Context: an optimization exercise on an open-source flow, tuned for a short achievable clock period and few clock cycles. The choices shown serve that exercise and are no tape-out recipe.
Function was checked by simulation only, so behaviour that the tests miss may differ from the original.
Power figures rest on the tool's default switching activity, not on a simulated workload.

[flow/flow/run.sh]
#!/bin/bash
# Own layout flow: the standard ORFS flow (standard.sh, unchanged synthesis), with
# - the port buffers made buf_4 cells (buffer_ports otherwise picks a slow delay cell);
# - gate sizing not limited to the same footprint;
# - the repair after global routing sees wires 25% more resistive and capacitive than the
#   platform's estimate (flow/grt_rc.tcl), to leave room for the detailed route.
set -euo pipefail
MARGIN=${MARGIN:-9.5}
export PRE_GLOBAL_ROUTE_TCL=$PWD/flow/grt_rc.tcl
sed "s|\"\${@:-finish}\"|SETUP_SLACK_MARGIN=$MARGIN MATCH_CELL_FOOTPRINT=0 'BUFFER_PORTS_ARGS=-buffer_cell sky130_fd_sc_hd__buf_4' PRE_GLOBAL_ROUTE_TCL=$PRE_GLOBAL_ROUTE_TCL \"\${@:-finish}\"|" standard.sh > standard_margin.sh
grep -q "SETUP_SLACK_MARGIN=$MARGIN" standard_margin.sh
bash standard_margin.sh > standard_margin.log 2>&1
[flow/flow/grt_rc.tcl]
# Sourced before global routing: the platform's wire RC (platforms/sky130hd/setRC.tcl)
# scaled by 1.25 for the estimates the repair after global routing works from.
set k 1.25
foreach {layer c r} {
  li1  1.499e-04   7.176e-02
  met1 1.72375E-04 8.929e-04
  met2 1.36233E-04 8.929e-04
  met3 2.14962E-04 1.567e-04
  met4 1.48128E-04 1.567e-04
  met5 1.54087E-04 1.781e-05
} {
  set_layer_rc -layer $layer -capacitance [expr {$c * $k}] -resistance [expr {$r * $k}]
}
puts "grt_rc.tcl: wire RC scaled by $k"
[flow/standard.sh]
#!/bin/bash
# synth_recipe.tcl (not shown) runs the flow's synth.tcl, then flattens the netlist and writes it again
# the make line also repeats each setting of config.mk as NAME=value (left out here)
make -C /OpenROAD-flow-scripts/flow DESIGN_CONFIG=/design/flow/config.mk WORK_HOME=/design/flow/orfs CLKGATE_MAP_FILE= SYNTH_SCRIPT=/design/flow/synth_recipe.tcl "${@:-finish}"
[flow/config.mk]
export PLATFORM = sky130hd
export DESIGN_NAME = KGPRISC
export DESIGN_NICKNAME = KGPRISC
export VERILOG_FILES = /design/flow/design.v
export SDC_FILE = /design/flow/constraint.sdc
export NUM_CORES = 4
export LEC_CHECK = 0
export CAP_MARGIN = 20
export CORE_MARGIN = 2
export CORE_UTILIZATION = 40
export SLEW_MARGIN = 20
[flow/constraint.sdc]
create_clock -name core_clock -period 14.0 [get_ports {clk}]
set_input_delay 2.8000 -clock core_clock [delete_from_list [all_inputs] [get_ports {clk}]]
set_output_delay 2.8000 -clock core_clock [all_outputs]
set_load 0.01 [all_outputs]
[flow/design.v]
`timescale 1ns / 1ps
module KGPRISC(clk, rst, imem_addr, imem_rdata, dmem_addr, dmem_wdata, dmem_we, dmem_rdata);
	input wire clk, rst;
	output wire [31:0] imem_addr;
	input wire [31:0] imem_rdata;
	output wire [31:0] dmem_addr;
	output wire [31:0] dmem_wdata;
	output wire dmem_we;
	input wire [31:0] dmem_rdata;
	reg  [31:0] pc_f;
	reg         v_d, ptk_d;
	reg  [31:0] ir_d, pc4_d;
	reg         v_e, we_e, ld_e, st_e, setc_e, useimm_e;
	reg  [4:0]  rd_e;
	reg  [31:0] a_e, t_e, imm_e, pv_e;
	reg         fa_m, fa_w, ft_m, ft_w;
	reg         r_add, r_and, r_xor, r_neg, r_shl, r_shr, r_sra, r_pass;
	reg         we_m, st_m;
	reg         ld_m;
	reg  [4:0]  rd_m;
	reg  [31:0] res_m, sd_m, da_m;    
	reg         we_w;
	reg  [4:0]  rd_w;
	reg  [31:0] wv_w;
	reg         carry;
	reg         rst_q;    
	reg  [31:1] wsel_w;
	reg         wz_w, wo_w;
	reg  [31:1] rs_oh, rt_oh;
	reg         se_a, sm_a, sw_a, se_t, sm_t, sw_t;
	wire [31:0] rfq [1:31];
	wire [31:1] rfz, rfo;
	genvar g;
	generate for (g = 1; g < 32; g = g + 1) begin : RF
		reg [31:0] q;
		reg        z, o;
		always @(posedge clk)
			if (rst_q) begin
				q <= 32'd0;
				z <= 1'b1;
				o <= 1'b0;
			end else if (wsel_w[g]) begin
				q <= wv_w;
				z <= wz_w;
				o <= wo_w;
			end
		assign rfq[g] = q;
		assign rfz[g] = z;
		assign rfo[g] = o;
	end endgenerate
	reg  [31:0] ra, rb;
	integer k;
	always @(*) begin
		ra = 32'd0;
		rb = 32'd0;
		for (k = 1; k < 32; k = k + 1) begin
			ra = ra | ({32{rs_oh[k]}} & rfq[k]);
			rb = rb | ({32{rt_oh[k]}} & rfq[k]);
		end
	end
	wire ra_z = ~|(rs_oh & ~rfz);
	wire ra_o = |(rs_oh & rfo);
	wire [31:0] a_fw = fa_m ? res_m : (fa_w ? wv_w : a_e);
	wire [31:0] t_fw = ft_m ? res_m : (ft_w ? wv_w : t_e);
	wire [31:0] b_op = useimm_e ? imm_e : t_fw;
	wire [32:0] sum  = {1'b0, a_fw} + {1'b0, b_op};
	wire [31:0] neg  = 32'd0 - t_fw;
	wire [5:0]  amt  = b_op[5:0];
	wire [63:0] sra_x = {{32{a_fw[31]}}, a_fw} >> amt[4:0];
	wire [31:0] shl  = amt[5] ? 32'd0 : (a_fw << amt[4:0]);
	wire [31:0] shr  = amt[5] ? 32'd0 : (a_fw >> amt[4:0]);
	wire [31:0] sra  = amt[5] ? {32{a_fw[31]}} : sra_x[31:0];
	wire [31:0] res_e = ({32{r_add}} & sum[31:0]) | ({32{r_and}} & (a_fw & b_op)) |
	                    ({32{r_xor}} & (a_fw ^ b_op)) | ({32{r_neg}} & neg) |
	                    ({32{r_shl}} & shl) | ({32{r_shr}} & shr) | ({32{r_sra}} & sra) |
	                    ({32{r_pass}} & pv_e);
	wire [5:0] op = ir_d[31:26];
	wire [4:0] rs = ir_d[25:21];
	wire [4:0] rt = ir_d[20:16];
	wire [9:0] fn = ir_d[9:0];
	wire fn0 = (fn == 10'd0), fn1 = (fn == 10'd1), fn2 = (fn == 10'd2), fn3 = (fn == 10'd3);
	wire o_alu = (op == 6'd0), o_shi = (op == 6'd1), o_shv = (op == 6'd2), o_addi = (op == 6'd3);
	wire o_compi = (op == 6'd4), o_lw = (op == 6'd5), o_sw = (op == 6'd6), o_b = (op == 6'd7);
	wire o_bl = (op == 6'd8), o_bcy = (op == 6'd9), o_bncy = (op == 6'd10), o_br = (op == 6'd11);
	wire o_bltz = (op == 6'd12), o_bz = (op == 6'd13), o_bnz = (op == 6'd14);
	wire o_sh = o_shi | o_shv;
	wire sh_ok = fn0 | fn1 | fn2;
	wire o_rel = o_bltz | o_bz | o_bnz;
	wire o_pd = o_b | o_bl | o_bcy | o_bncy;
	wire [31:0] imm21 = {{11{ir_d[20]}}, ir_d[20:0]};
	wire [31:0] imm16 = {{16{ir_d[15]}}, ir_d[15:0]};
	wire [31:0] rel_tgt = pc4_d + {imm21[29:0], 2'b00};
	wire [31:0] pd_tgt  = {pc4_d[31:28], ir_d[25:0], 2'b00};
	wire seq_d = (o_pd & (ir_d[25:0] == pc4_d[27:2])) | (o_rel & (ir_d[20:0] == 21'd0));
	wire uses_a = (o_alu & (fn0 | fn1 | fn2)) | o_shi | o_shv | o_addi | o_lw | o_sw | o_br | o_rel;
	wire uses_t = (o_alu & (fn0 | fn1 | fn2 | fn3)) | o_shv | o_sw;
	wire writes = o_alu | o_sh | o_addi | o_compi;    
	wire [4:0] rd_d = o_lw ? rt : (o_bl ? 5'd31 : rs);
	wire we_d = ((writes | o_lw) & (rd_d != 5'd0)) | o_bl;
	wire [31:0] a_d = sw_a ? wv_w : ra;
	wire [31:0] t_d = sw_t ? wv_w : rb;
	wire a_d_z = sw_a ? wz_w : ra_z;
	wire m_z = (res_m == 32'd0);
	wire m_o = (res_m == 32'd1);
	wire hit_e = se_a;
	wire hit_m = sm_a;
	wire hitt_e = se_t;
	wire hitt_m = sm_t;
	wire o_regbr = o_rel | o_br;
	reg         brw;
	reg  [31:0] brv;
	wire br_slow = o_br & ~hit_e & ~hit_m & ~brw;
	reg         pex_d;    
	wire [31:0] bv = hit_m ? res_m : brv;
	wire b_neg = hit_m ? res_m[31] : a_d[31];
	wire b_zero = hit_m ? m_z : a_d_z;
	wire stall_d = v_d & ((ld_e & ((uses_a & hit_e) | (uses_t & hitt_e))) |
	                      (~pex_d & ((o_regbr & (hit_e | (hit_m & ld_m))) |
	                                 ((o_bcy | o_bncy) & setc_e) | br_slow)));
	wire adv_d = v_d & ~stall_d;
	wire taken_d = (o_bz & b_zero) | (o_bnz & ~b_zero) | (o_bltz & b_neg) | o_br |
	               o_b | o_bl | (o_bcy & carry) | (o_bncy & ~carry);
	wire c_t = adv_d & ~seq_d & ~pex_d & ~ptk_d;
	wire c_n = adv_d & ~seq_d & ~pex_d & ptk_d;
	wire s_bv = c_t & o_br;
	wire s_tg = c_t & ~o_br & taken_d;
	wire s_p4 = c_n & ~taken_d;
	wire redir_d = s_bv | s_tg | s_p4;
	wire [31:0] tgt_d = o_rel ? rel_tgt : pd_tgt;
	wire d_dec = v_d & o_addi & (rs != 5'd0) & (ir_d[20:0] == 21'h1FFFFF) & ~hit_e & ~(hit_m & ld_m);
	wire d_one = hit_m ? m_o : (sw_a ? wo_w : ra_o);
	wire d_brk = v_d & o_addi & (rs != 5'd0) & ((hit_e & r_pass) | (~hit_e & hit_m & ~ld_m));
	wire [31:0] d_bsum = (hit_e ? pv_e : res_m) + imm21;
	wire [31:0] fi = imem_rdata;
	wire [5:0] f_op = fi[31:26];
	wire f_pd = (f_op == 6'd7) | (f_op == 6'd8);
	wire f_bz = (f_op == 6'd13), f_bnz = (f_op == 6'd14);
	wire f_rel = (f_op == 6'd12) | f_bz | f_bnz;
	wire f_know = d_dec & (f_bz | f_bnz) & (fi[25:21] == rs);
	wire f_brk = d_brk & (f_op == 6'd11) & (fi[25:21] == rs);
	wire [31:0] pc4_f = pc_f + 32'd4;
	wire f_short = (fi[20:9] == 12'd0) | (fi[20:9] == 12'hFFF);
	wire [9:0]  f_lo = {1'b0, pc4_f[10:2]} + {1'b0, fi[8:0]};
	wire [20:0] f_hi = pc4_f[31:11];
	wire [20:0] f_hi_p1 = f_hi + 21'd1;
	wire [20:0] f_hi_m1 = f_hi - 21'd1;
	wire [20:0] f_hi_t = fi[20] ? (f_lo[9] ? f_hi : f_hi_m1) : (f_lo[9] ? f_hi_p1 : f_hi);
	wire [31:0] f_rel_tgt = {f_hi_t, f_lo[8:0], pc4_f[1:0]};
	wire [31:0] f_pd_tgt = {pc4_f[31:28], fi[25:0], 2'b00};
	wire f_bcy = (f_op == 6'd9), f_bncy = (f_op == 6'd10);
	wire f_cknow = ~(v_d & ((o_alu & fn0) | o_addi)) & ~setc_e;
	wire f_ctk = f_cknow & ((f_bcy & carry) | (f_bncy & ~carry));
	wire f_ptk = f_pd | f_ctk | (f_rel & f_short & (f_know ? (f_bnz ^ d_one) : fi[20]));
	wire [31:0] f_tgt = f_rel ? f_rel_tgt : f_pd_tgt;
	wire s_keep = ~redir_d & stall_d;
	wire s_ft = ~redir_d & ~stall_d & f_ptk;
	wire s_fb = ~redir_d & ~stall_d & f_brk;
	wire s_f4 = ~redir_d & ~stall_d & ~f_ptk & ~f_brk;
	wire [31:0] npc = ({32{s_bv}} & bv) | ({32{s_tg}} & tgt_d) | ({32{s_p4}} & pc4_d) |
	                  ({32{s_keep}} & pc_f) | ({32{s_ft}} & f_tgt) | ({32{s_fb}} & d_bsum) |
	                  ({32{s_f4}} & pc4_f);
	wire [4:0] rs_n = stall_d ? rs : fi[25:21];
	wire [4:0] rt_n = stall_d ? rt : fi[20:16];
	assign imem_addr  = pc_f;
	assign dmem_addr  = da_m;
	assign dmem_wdata = sd_m;
	assign dmem_we    = st_m;
	always @(posedge clk) begin
		rst_q <= rst;
		if (rst) begin
			pc_f <= 32'd0;
			carry <= 1'b0;
			v_d <= 1'b0;
			v_e <= 1'b0; we_e <= 1'b0; ld_e <= 1'b0; st_e <= 1'b0; setc_e <= 1'b0;
			we_m <= 1'b0; st_m <= 1'b0; ld_m <= 1'b0;
			we_w <= 1'b0;
			wsel_w <= 31'd0;
			brw <= 1'b0;
		end else begin
			pc_f <= npc;
			if (v_e & setc_e) carry <= sum[32];
			v_d <= ~redir_d;
			brw <= v_d & br_slow;
			if (!stall_d) begin
				ir_d <= fi;
				pc4_d <= pc4_f;
				ptk_d <= f_ptk;
				pex_d <= f_brk | (f_know & f_short);
				for (k = 1; k < 32; k = k + 1) begin
					rs_oh[k] <= (fi[25:21] == k);
					rt_oh[k] <= (fi[20:16] == k);
				end
			end
			v_e    <= adv_d;
			we_e   <= adv_d & we_d;
			ld_e   <= adv_d & o_lw;
			st_e   <= adv_d & o_sw;
			setc_e <= adv_d & ((o_alu & fn0) | o_addi);
			we_m  <= we_e;
			ld_m  <= ld_e;
			st_m  <= st_e;
			we_w <= we_m;
			for (k = 1; k < 32; k = k + 1) wsel_w[k] <= we_m & (rd_m == k);
		end
	end
	always @(posedge clk) begin
		brv <= a_d;
		rd_e   <= rd_d;
		a_e    <= a_d;
		t_e    <= t_d;
		fa_m   <= hit_e;
		fa_w   <= hit_m;
		ft_m   <= hitt_e;
		ft_w   <= hitt_m;
		se_a   <= adv_d & we_d & (rd_d == rs_n);
		sm_a   <= we_e & (rd_e == rs_n);
		sw_a   <= we_m & (rd_m == rs_n);
		se_t   <= adv_d & we_d & (rd_d == rt_n);
		sm_t   <= we_e & (rd_e == rt_n);
		sw_t   <= we_m & (rd_m == rt_n);
		useimm_e <= o_addi | o_lw | o_sw | o_shi;
		imm_e  <= o_shi ? {26'd0, ir_d[15:10]} : (o_addi ? imm21 : imm16);
		pv_e   <= o_compi ? (32'd0 - imm21) : (o_bl ? pc4_d : 32'd0);
		r_add  <= (o_alu & fn0) | o_addi | o_lw | o_sw;
		r_and  <= o_alu & fn1;
		r_xor  <= o_alu & fn2;
		r_neg  <= o_alu & fn3;
		r_shl  <= o_sh & fn0;
		r_shr  <= o_sh & fn1;
		r_sra  <= o_sh & fn2;
		r_pass <= o_compi | o_bl | (o_alu & ~(fn0 | fn1 | fn2 | fn3)) | (o_sh & ~sh_ok);
		rd_m  <= rd_e;
		res_m <= res_e;
		da_m  <= sum[31:0];
		sd_m  <= t_fw;
		rd_w <= rd_m;
		wv_w <= ld_m ? dmem_rdata : res_m;
		wz_w <= ld_m ? (dmem_rdata == 32'd0) : m_z;
		wo_w <= ld_m ? (dmem_rdata == 32'd1) : m_o;
	end
endmodule
==> results.yml <==
drt:
  wl_per_cell_um: 36.9
  drcViolationCount: 0
  drtIter0Drc: 14300
  antenna_left: 0
  via_per_inst: 6.88
  first_pass_iters: 10
  wl_um: 423000
  num_vias: 78900
setup_path:
  critPathCaptureType: "flip-flop"
  path_cells: "buf_16 -> or3_4 -> or4_4 -> nor3_4 -> o21ai_4 -> nor2_4 -> a221oi_4 -> or3_4 -> buf_12 -> clkbuf_16 -> nor2_1 -> o21ai_0 -> a31oi_1"
  critPathKind: "in2reg"
  arrival_ns: 5.51
  start_kind: "input port"
  required_ns: 14.75
  crit_top_cell: "or3_4"
  cp.depth: 13
  cp_slowest_stage_delay_ns: 0.44
  crit_buf_inv: 3
  crit_path_max_fanout: 8
  critPathTopFamily: "simple AND/OR/NAND/NOR gates"
  reg2regPathDepth: 14
  critical-path-slowest-cell: "or4_4"
flow_run:
  cap_violations: 0
logic_synthesis:
  syn_area_um2: 79100
  ys_warn_count: 1
  synth_edf_count: 128
  synthDistinctLibCells: 98
  synthFlopType: "dfxtp_1"
  synth-seq-cells: 1533
  syn_avg_cell_area_um2: 8.99
  synth_cells: 8795
  syn_nets: 8975
  yosysSeqAreaShare_pct: 40.4
  async_reset_ff_share_pct: 0
final_layout:
  multi_input_area_um2: 44500
  syn2layout_area_growth_pct: 15.5
  fillers: 18700
  drive_above_1_share_pct: 13.9
  final_common_cell: "nor2_1"
  seqCellArea_um2: 32200
  fin_nets: 8840
  layout_common_cells: "1377 x nor2_1, 1332 x dfxtp_1, 1214 x mux2i_1"
clock_tree:
  worstSkewPairLatency_ns: 0.87
  numCtsBuffers: 170
  root_buffer: "clkbuf_16"
  htree_levels: 4
  cts_buffer_depth: 3
  cts_tree: "built"
  clock_sinks: 1533
  clkTransAtPathRegs_ns: 0.06
timing:
  fin_ws_ns: 9.24
  timing.slew.headroom_pct: 16.3
  worst_pin_slew_ns: 1.25
  fin_crit_sh_pct: 34.0
  fmax_mhz: 210
  fin_crit_ns: 4.76
  drv_slew: 0
  tns_ns: 0
  whs_ns: 0.391
  rsz0062_at_grt: "yes"
  setup_viol: 0
  hold_violations: 0
  fin_skew_ns: 0.0487
grt:
  track_usage_pct: 39.7
  overflow: 0
  first_global_vias: 72000
  grt_pass1_wl_um: 573000
  antenna_found_initial: 32
  grt_start_max_net_pins: 226
placement:
  place.gp.congestion: 1.02
  dpl.hpwl_um: 260000
  numPortBuffers: 162
  place_ws_ns: 7.64
floorplan:
  ios: 163
  die_h_um: 449
  coreArea_um2: 197000
  initial_core_util_pct: 40.2
  fp.dieW_um: 449
  die_area_um2: 201000
  fp-row-count: 163
run_status:
  status: "complete, no violations"
hold_path:
  hp-class: "reg2reg"
  min_path_cells: 0
power_and_ir_drop:
  p_leak_nw: 32.7
  vdd_drop_max_mv: 0.136
  p_total_mw: 10.1
  power-per-cell-area_nw_per_um2: 111
==> layer usage <==
layer / vias to the layer above / global-route usage (%) / part of all wire [%] / wire [um]
met5: - / 0.0710 / 0.031 / 133
met4: 22 / 22.8 / 7.2 / 30600
met3: 1756 / 15.0 / 15 / 65100
met2: 6892 / 53.3 / 38 / 163000
met1: 38300 / 53.6 / 39 / 165000
li1: 32000 / - / - / -
==> kinds of logic after synthesis <==
group	share of synthesized area (%)
AOI/OAI and AO/OA	19.1
xor gates and xnor gates	2.40
adders and majority gates	1.84
buffers and inverters	4.90
DFF	40.4
muxes	17.3
and+or+nand+nor	14.0
==> what timing repair did <==
action,CTS,global route
pin swaps,31,40
endpoints found under the setup margin,153,163
hold buffers,0,0
gates cloned,7,10
resized for setup,136,204
buffers inserted,29,77
==> metrics by stage <==
stage               utilization (%)  cells  cell area [um2]
global route                   46.4  11400            91200
detailed placement             41.9  11000            82500
finish                         46.4  11500            91300
CTS                            45.5  11300            89500
global placement               41.9  11000            82500
floorplan                         -   8795            79300
==> cell type report <==
type                    count  share of cell area [%]
clock buffers             243                    5.36
well taps                2640                    3.62
inverters                 186                   0.811
diodes                     25                  0.0685
flip-flops and latches   1533                    35.2
repair inverters            1                  0.0123
repair buffers            519                    5.00
clock inverters            69                    1.13
multi-input cells        6249                    48.8
==> worst register-to-register path: stages (launching register included) <==
cell and delay, ns:
edfxtp_1 0.32, buf_4 0.36, buf_4 0.66, a22oi_1 0.14, and4_1 0.24, nand4_1 0.09
a2bb2oi_1 0.48, a221oi_1 0.21, a31oi_4 0.36, mux2i_4 0.40, or3_4 0.27, clkbuf_16 0.19
o21ai_1 0.07, a211o_1 0.27, o31a_1 0.29
==> synthesized netlist by cell type, drive strengths merged, types with 128 or more instances <==
master	number	area, um2
inv	184	691
clkbuf	721	2710
o21ai	216	1080
nor3	152	761
dfxtp	1405	28100
nand2	368	1380
a22o	343	3000
nor2	1387	5210
nand4	178	1130
edfxtp	128	3840
xnor2	160	1440
nand3	156	786
mux2i	1225	12300
a22oi	342	2570
a21oi	386	1930
a221oi	349	3060
==> path summary, 6_finish.rpt <==
kind | startpoint | end | slack [ns]
worst max-delay path | imem_rdata[20] | pc_f[25]$_SDFF_PP0_ | 9.24
worst min-delay path | rd_e[4]$_DFF_P_ | rd_m[4]$_DFF_P_ | 0.39
worst max register to register | rs_oh[18]$_DFFE_PP_ | pc_f[31]$_SDFF_PP0_ | 9.57
worst min register to register | rd_e[4]$_DFF_P_ | rd_m[4]$_DFF_P_ | 0.39
==> state kept, by name, summed over array words and instances, names as in the netlist, 31 cells and up <==
register  flops
pc4_d        32
sd_m         32
rt_oh        31
wv_w         32
res_m        32
pv_e         32
pc_f         32
RF.o         31
da_m         32
wsel_w       31
brv          32
RF.q        992
rs_oh        31
RF.z         31
ir_d         32
t_e          32
==> power breakdown <==
part	internal, mW	leakage, nW	switching (mW)
logic	0.195	17.1	0.543
clock network	2.83	2.89	2.02
registers	4.45	12.7	0.0596
Testbench counts, summed over its fixed seeds: cycles 27,326.

[port drivers added, routing unchanged]
Ports are ideal in the flow. The routed layout listed here was re-timed in OpenROAD.
Step 1, drivers: a clkbuf_16 drives clk and a buf_2 each remaining input, both assumed.
Step 2 moves the port delays by t, midway between the first and last clock arrival at a register: inputs arrive t later, outputs are due t later. That takes back most of the time a late clock gives input paths.
Slacks: no drivers / after step 1 / after step 2; pairs: no drivers / after step 1.
t (ns): 0.930
setup WS [ns]: 9.238 / 9.255 / 8.325
worst data-port slew with drivers (ns): 0.10
After both steps this run still meets setup and hold. For this run, drivers alone change the setup slack by +0.017 ns; drivers and shift together by -0.913 ns.
